Source: an optimization exercise on an open RTL-to-GDS flow (aim: small area, a short achievable clock period and few clock cycles per item). Production flows keep margins and buffers that such runs may drop. Power figures rest on the tool's default switching activity, not on a simulated workload.

==> inputs of v24 <==
## ysyx_mulunit
module ysyx_mulunit (
    input          clk,
    input          rst_n,
    input          mul_valid,
    input  [63:0]  alu_src1,
    input  [63:0]  alu_src2,
    input  [3:0]   mul_expand_signed,
    output [129:0] mul_res,
    output         sh_fnsh_flag
);
clock: 8.0 ns
lec_check: 0
cap_margin: 20
core_margin: 2
core_utilization: 50
setup_slack_margin: 4.5
slew_margin: 20
synth_hierarchical: 1
standard.sh (not shown) runs the stock make flow with config.mk's settings and CLKGATE_MAP_FILE= SYNTH_SCRIPT=/design/flow/synth_recipe.tcl, a recipe that flattens the netlist after the stock synthesis.
==> flow/flow/run.sh <==
#!/bin/bash
# Layout flow: the standard layout (standard.sh, which also runs the
# standard synthesis) with these settings changed:
#  - the port buffers start as buf_2 instead of the buffer the resizer picks;
#  - sizing may swap a cell for one of another footprint;
#  - clock tree synthesis inserts no dummy loads.
# make's output goes to make.log; each step's tool output is in orfs/logs/.
set -euo pipefail
bash standard.sh MATCH_CELL_FOOTPRINT=0 \
    "BUFFER_PORTS_ARGS=-buffer_cell sky130_fd_sc_hd__buf_2" \
    "CTS_ARGS=-sink_clustering_enable -repair_clock_nets -dont_use_dummy_load" \
    finish > make.log 2>&1
==> inputs of v39, as changes to v24 <==
--- a/flow/design.v
+++ b/flow/design.v
@@ -2383,10 +2383,16 @@
 wire sx = (f1 & rsum[31]) | (f3 & rsum[15]);
 wire [127:0] rres = {rsum[127:64],
                      f0 ? rsum[63:32] : {32{sx}},
                      f3 ? {16{rsum[15]}} : rsum[31:16],
                      rsum[15:0]};
+wire [127:0] pstep = {ustep, ns};
+wire [127:0] pnext;
+genvar gp;
+generate for (gp = 0; gp < 128; gp = gp + 1) begin : pm
+    pmux pmux_i (.s(busy), .r(res), .a(pstep[gp]), .b(rres[gp]), .y(pnext[gp]));
+end endgenerate
 always @(posedge clk or negedge rst_n) begin
     if (!rst_n) begin
         prep         <= 1'b0;
         busy         <= 1'b0;
         res          <= 1'b0;
@@ -2407,19 +2413,18 @@
     f1  <= e1;
     f3  <= e3;
     f12 <= e0 | e12;
     fa  <= e0 | e12 | e3;
     q   <= qn;
+    P   <= pnext;
     if (busy) begin
         cnt <= cnt >> 1;
-        P   <= {ustep, ns};
         C   <= nc;
         dlp <= tdp;
         dlm <= tdm;
     end else begin
         cnt <= tn;
-        P   <= res ? rres : 128'd0;
         C   <= {W{1'b0}};
         dlp <= 1'b0;
         dlm <= 1'b0;
     end
 end
@@ -2431,10 +2436,13 @@
 endmodule
 module csa_ha (input a, input b, output s, output co);
 assign s  = a ^ b;
 assign co = a & b;
 endmodule
+module pmux (input s, input r, input a, input b, output y);
+assign y = s ? a : (r & b);
+endmodule
 module ysyx_mulunit (
     input          clk,
     input          rst_n,
     input          mul_valid,
     input  [63:0]  alu_src1,
==> summary of the runs <==
- In v24 the total power is lower than in v39, by about 30%.
- v39 ran to the end with no violations. v24 ran to the end with no violations.
- In v39 the non-clock buffer count is higher than in v24, by 6.
- In v24 the combinational power is smaller than in v39, by about 44%.
- In flip-flop and latch count, v24 and v39 do not differ.
No functional check of the RTL was part of any run of this note.


==> run Z: inputs <==
ysyx_mulunit, a different RTL version from the one above (not shown whole).
==> flow/design.v (excerpt) <==
module ysyx_mulunit (
    input          clk,
    input          rst_n,
    input          mul_valid,
    input  [63:0]  alu_src1,
    input  [63:0]  alu_src2,
    input  [3:0]   mul_expand_signed,
    output [129:0] mul_res,
    output         sh_fnsh_flag
);
export LEC_CHECK = 0
export CAP_MARGIN = 20
export CORE_MARGIN = 2
export CORE_UTILIZATION = 50
export SETUP_SLACK_MARGIN = 4.5
export SLEW_MARGIN = 20
export SYNTH_HIERARCHICAL = 1
create_clock -name core_clock -period 8.0 [get_ports {clk}]
==> flow/flow/run.sh <==
#!/bin/bash
# Layout flow: the standard layout (standard.sh, which also runs the
# standard synthesis) with these settings changed:
#  - the port buffers start as buf_1 instead of the buffer the resizer picks;
#  - sizing may swap a cell for one of another footprint;
#  - clock tree synthesis inserts no dummy loads.
# make's output goes to make.log; each step's tool output is in orfs/logs/.
set -euo pipefail
bash standard.sh MATCH_CELL_FOOTPRINT=0 \
    "BUFFER_PORTS_ARGS=-buffer_cell sky130_fd_sc_hd__buf_1" \
    "CTS_ARGS=-sink_clustering_enable -repair_clock_nets -dont_use_dummy_load" \
    finish > make.log 2>&1
==> inputs of run H, as changes to run Z <==
==> flow/flow/run.sh (replaced) <==
#!/bin/bash
# Layout flow: the standard layout (standard.sh, which also runs the
# standard synthesis) with these settings changed:
#  - the port buffers start as buf_2 instead of the buffer the resizer picks;
#  - sizing may swap a cell for one of another footprint;
#  - clock tree synthesis inserts no dummy loads.
# make's output goes to make.log; each step's tool output is in orfs/logs/.
set -euo pipefail
bash standard.sh MATCH_CELL_FOOTPRINT=0 \
    "BUFFER_PORTS_ARGS=-buffer_cell sky130_fd_sc_hd__buf_2" \
    "CTS_ARGS=-sink_clustering_enable -repair_clock_nets -dont_use_dummy_load" \
    finish > make.log 2>&1
==> comparison table <==
Power share of the sequential group: run H 25.4%; run Z 25.8%
Worst setup slack for register-to-register paths: run H 4.33 ns; run Z 4.52 ns
# resized after CTS: run H 123; run Z 102
Placed cell area: run H 29500 um^2; run Z 29100 um^2
Sequential group power: run H 2.19 mW; run Z 2.18 mW
Share of power burned in combinational logic: run H 56.4%; run Z 55.9%
Fin worst setup slack: run H 4.33 ns; run Z 4.52 ns
Inserted Diodes: run H 1; run Z 0
All-Layer GR Usage: run H 36.9%; run Z 36.6%
Status: run H finished clean; run Z finished clean
Share of cells above drive strength 1: run H 17.8%; run Z 9.79%
Setup Buffers After CTS: run H 21; run Z 37
Multi-input gates: run H 2455; run Z 2453
Worst setup path endpoint: run H u_mul.P[87]; run Z u_mul.P[127]
Met2 WL post-DR: run H 49600 um; run Z 49600 um
Power in the clock group: run H 1.56 mW; run Z 1.55 mW
Tightest Pin Transition: run H 0.960 ns; run Z 0.961 ns
Share of total power in the clock network: run H 18.2%; run Z 18.3%
Repair and plain buffers: run H 351; run Z 372
No run of this note included a check of the RTL's function; only the layout flow was run.

[what the ideal ports hide]
The flow's constraints put no driver on any port. The routed layouts listed below were extracted and timed again, unchanged, in two steps. Step 1 sets driving cells, clkbuf_16 on the clock port and buf_2 on the other inputs (assumed; they add their load-dependent delay and slew). Step 2 also shifts input and output timing later by t, the mid clock arrival at the registers, as if the neighbouring blocks saw the same clock. Slacks: ideal ports / drivers / drivers and shift; pairs: ideal ports / drivers.
| run | t, ns | setup WS [ns] | slew at the worst register clock pin (ns) |
|---|---|---|---|
| v24 | 0.625 | 4.482 / 4.482 / 4.005 | 0.06 / 0.06 |
| v39 | 0.619 | 4.191 / 4.191 / 3.939 | 0.06 / 0.06 |
| run Z | 0.615 | 4.516 / 4.516 / 4.040 | 0.06 / 0.06 |
| run H | 0.621 | 4.328 / 4.328 / 3.923 | 0.06 / 0.06 |
After both steps every run listed still meets setup and hold. The setup slack of v24, which loses most, moves by 0.000 ns with the drivers and by -0.477 ns with both steps.
